Source: an optimization exercise on an open RTL-to-GDS flow (aim: small area, a short achievable clock period and few clock cycles per item). Production flows keep margins and buffers that such runs may drop. Where RTL was checked, it was by simulation tests only, not by an equivalence proof against the original.

Design CordicAccelerator, start of the top module:
module CordicAccelerator(
  input         clock,
  input         reset,
  input         cmd_valid,
  output        cmd_ready,
  input  [6:0]  cmd_funct,
  input  [4:0]  cmd_rd,
  input  [63:0] cmd_rs1,
  input  [63:0] cmd_rs2,
  output        resp_valid,
  input         resp_ready,
  output [4:0]  resp_rd,
  output [63:0] resp_data,
  output        busy
);
Settings: LEC_CHECK=0, CAP_MARGIN=20, CORE_MARGIN=2, CORE_UTILIZATION=60, SETUP_SLACK_MARGIN=2.5, SLEW_MARGIN=20; clock period 6.0 ns.
run.sh (not shown) runs the stock make flow with config.mk's settings and CLKGATE_MAP_FILE= SYNTH_SCRIPT=/design/flow/synth_recipe.tcl, a recipe that flattens the netlist after the stock synthesis.
Next try:
Settings changed: SETUP_SLACK_MARGIN 2.5 to 2.0.
Effect: Setup slack gets worse by 64 ps; cell count falls by 1.3%; routed wire length falls by 2.6%; non-clock buffer count falls by 238; global-route usage falls by 0.44 points; clock skew rises by 6.3 ps; clock-buffer cell count rises by 36; final area falls by 3.7%; hold slack gets better by 9.7 ps.
No run of this note included a check of the RTL's function; only the layout flow was run.

========
Setup of zinc:
Another version of the RTL of CordicAccelerator (not shown whole).
Size in the first run: about 14000 cells after synthesis, ~2500 flip-flops.
make LEC_CHECK=0 CAP_MARGIN=20 CORE_MARGIN=2 CORE_UTILIZATION=60 CTS_BUF_LIST='sky130_fd_sc_hd__clkbuf_8 sky130_fd_sc_hd__clkbuf_16' CTS_CLUSTER_DIAMETER=80 CTS_CLUSTER_SIZE=30 GPL_ROUTABILITY_DRIVEN=0 PLACE_DENSITY=0.63 SETUP_SLACK_MARGIN=2.5 SLEW_MARGIN=20 finish   # period 6.0 ns
The inputs of quartz differ from those of zinc as listed below.
Settings: clearing PLACE_DENSITY, which used to be 0.63; swapping 60 for 58 in CORE_UTILIZATION.
[summary]
On overall track demand over capacity in global routing, the lower figure sits with quartz, not zinc. Summary of quartz over zinc: sequential area share after synthesis comparable; design area went up. quartz finished end to end and its layout was clean on timing, DRC and antenna. zinc: PASS, flow complete, no timing, DRC or antenna violations.
> inputs changed (quartz -> xenon)
Settings: CORE_UTILIZATION changed from 58 to 60; CTS_BUF_LIST changed from sky130_fd_sc_hd__clkbuf_8 sky130_fd_sc_hd__clkbuf_16 to sky130_fd_sc_hd__clkbuf_16; CTS_CLUSTER_DIAMETER changed from 80 to 70; CTS_CLUSTER_SIZE changed from 30 to 36.
==> comparison <==
[compare] base=quartz new=xenon: worst hold slack lost 0.020 ns. Delta (xenon minus quartz): number of antenna diodes higher; post-detailed-placement cell area was more or less identical. A cell with the largest stage delay on the worst path of or4_4 is what xenon shows, while o41ai_2 belongs to quartz.
Changes in onyx relative to xenon:
Settings: a change of CTS_CLUSTER_SIZE from 36 to 30; a change of SETUP_SLACK_MARGIN from 2.5 to 2.6; a change of CTS_CLUSTER_DIAMETER from 70 to 80; a change of CTS_BUF_LIST from sky130_fd_sc_hd__clkbuf_16 to sky130_fd_sc_hd__clkbuf_8 sky130_fd_sc_hd__clkbuf_16.
==> comparison <==
Core utilization: onyx higher than xenon. Diff onyx and xenon: buffers plus inverters on the worst setup path higher in onyx. Area fraction of clock buffers and clock inverters: onyx vs xenon down 0.49 points. Compared with xenon, onyx shows a share of the final layout cell area in multi-input gates that is 0.42 points higher.
No functional check of the RTL was part of any run of this note.

========
Setup of oak:
Another version of the RTL of CordicAccelerator (not shown whole).
Size: ~14000 cells after synthesis, roughly 2500 flip-flops, roughly 220 I/O pins, ~140000 um2 of cells after synthesis.
==> flow/config.mk <==
export PLATFORM = sky130hd
export DESIGN_NAME = CordicAccelerator
export DESIGN_NICKNAME = CordicAccelerator
export VERILOG_FILES = /design/flow/design.v
export SDC_FILE = /design/flow/constraint.sdc
export NUM_CORES = 8
export LEC_CHECK = 0
export CAP_MARGIN = 20
export CORE_MARGIN = 2
export CORE_UTILIZATION = 60
export CTS_BUF_LIST = sky130_fd_sc_hd__clkbuf_8 sky130_fd_sc_hd__clkbuf_16
export CTS_CLUSTER_DIAMETER = 80
export CTS_CLUSTER_SIZE = 30
export GPL_ROUTABILITY_DRIVEN = 0
export SETUP_SLACK_MARGIN = 2.5
export SLEW_MARGIN = 20
==> flow/constraint.sdc <==
create_clock -name core_clock -period 6.0 [get_ports {clock}]
set_input_delay 1.2000 -clock core_clock [delete_from_list [all_inputs] [get_ports {clock}]]
set_output_delay 1.2000 -clock core_clock [all_outputs]
set_load 0.01 [all_outputs]
oak ran to completion and came out clean on the timing, design-rule and antenna checks.
#### Input delta (pine over oak)
Settings: SETUP_SLACK_MARGIN: 2.5 -> 2.8.
## What came out
Setup skew after layout: pine vs oak down 0.0037 ns. Against oak, pine comes in 2.5% higher on routed wirelength normalized by instance count. Per the comparison of pine with oak, number of combinational gates with multiple inputs essentially unchanged; post-route worst setup slack shows an increase of 0.16 ns; arrival time of the worst setup path went down by 0.09 ns; worst slew margin relative to its limit saw an increase. pine vs. oak: cell area went up by about 4%.
No run of this note included a check of the RTL's function; only the layout flow was run.

========
## build 13
Another version of the RTL of CordicAccelerator (not shown whole).
Size: ~14000 cells after synthesis, roughly 2500 flip-flops, ~220 I/O pins.
export LEC_CHECK = 0
export CAP_MARGIN = 20
export CORE_MARGIN = 2
export CORE_UTILIZATION = 70
export CTS_BUF_LIST = sky130_fd_sc_hd__clkbuf_4 sky130_fd_sc_hd__clkbuf_8
export PLACE_DENSITY = 0.75
export SETUP_SLACK_MARGIN = 2.5
export SLEW_MARGIN = 20
create_clock -name core_clock -period 6.0 [get_ports {clock}]
Testbench counts of build 13, summed over its fixed seeds: cycles 1,856, items 1,600.
Modified inputs, build 54 compared to build 13
Settings: CTS_BUF_LIST now sky130_fd_sc_hd__clkbuf_8 sky130_fd_sc_hd__clkbuf_16, was sky130_fd_sc_hd__clkbuf_4 sky130_fd_sc_hd__clkbuf_8; PLACE_DENSITY no longer set, was 0.75; SETUP_SLACK_MARGIN now 2.6, was 2.5; CORE_UTILIZATION now 60, was 70; CTS_CLUSTER_DIAMETER now 80, previously not set; CTS_CLUSTER_SIZE now 30, previously not set.
--- outcome ---
- Global-route usage: build 54 vs build 13 down 9.5 points
- Between build 13 and build 54, the difference in sequential share of layout area is negligible.
- Build 13 → build 54: clock buffer instance count of the final layout saw a decrease, multi-input logic portion of the cell area saw an increase, relative slew slack saw an increase.
Modified inputs, build 71 compared to build 54
Settings: putting GPL_ROUTABILITY_DRIVEN at 0 where nothing was set.
Results
Final core area utilization in build 71 is 0.19 points lower than in build 54. The cell area was comparable across build 54 and build 71. The run with more setup slack is build 54; build 71 has less. Between build 54 and build 71, the area of the multi-input gates figures differ only marginally. Compared with build 54, in build 71 part of the cycle the worst path needs rose by 0.66 points; fraction of standard cell area that is sequential did not really move; via count normalized by instance count stayed essentially flat; transition time of the tightest slew-check pin saw a decrease; final cell count was more or less identical. Looking at layout overhead on the synthesized area across build 54 and build 71, the one that comes out higher is build 54.
### build 71 -> build 1
Settings: changing SETUP_SLACK_MARGIN from 2.6 to 2.5.
Findings:
- The via count of the first global-routing pass on build 71 is in line with that on build 1.
- Build 1 vs build 71: wire length of the first global-routing pass up in build 1
- Hold slack: build 1 vs build 71 — no meaningful difference
- Build 71 has a lower number of filler cells placed in the layout than build 1.

-- separate check: timing with driven ports --
How much do the figures lean on ideal ports? The routed layouts below were timed once more, with nothing changed but the port constraints. Step 1 assumes that a clkbuf_16 drives the clock port and a buf_2 every other input. Step 2 adds t to the input delays and takes it off the output delays; t is the mean of the earliest and latest rising clock arrival at the registers after step 1. Input paths then give back, and output paths get back, about the clock's delay inside the block. a / b / c = ideal / step 1 / step 2; a / b = the first two.
run | t (ns) | setup WS [ns] | latest minus earliest clock arrival (ns)
the first run of note 1 | 1.007 | 1.859 / 1.908 / 0.901 | 0.066 / 0.066
the second run of note 1 | 0.994 | 1.795 / 1.838 / 0.844 | 0.070 / 0.070
zinc | 0.895 | 2.487 / 2.487 / 1.770 | 0.041 / 0.041
quartz | 0.891 | 2.501 / 2.501 / 1.801 | 0.048 / 0.048
xenon | 0.907 | 2.496 / 2.496 / 1.763 | 0.060 / 0.061
onyx | 0.912 | 2.530 / 2.530 / 1.888 | 0.042 / 0.042
oak | 0.924 | 2.483 / 2.483 / 1.685 | 0.046 / 0.046
pine | 0.922 | 2.639 / 2.639 / 1.968 | 0.035 / 0.035
build 13 | 1.188 | 2.218 / 2.218 / 1.470 | 0.126 / 0.125
build 54 | 0.907 | 2.318 / 2.312 / 1.853 | 0.037 / 0.037
build 71 | 0.923 | 2.278 / 2.278 / 1.915 | 0.034 / 0.034
build 1 | 0.919 | 2.384 / 2.384 / 1.797 | 0.045 / 0.046
After both steps setup and hold are still met in every run listed. For the first run of note 1, which loses most, drivers alone change the setup slack by +0.049 ns; drivers and shift together by -0.958 ns.
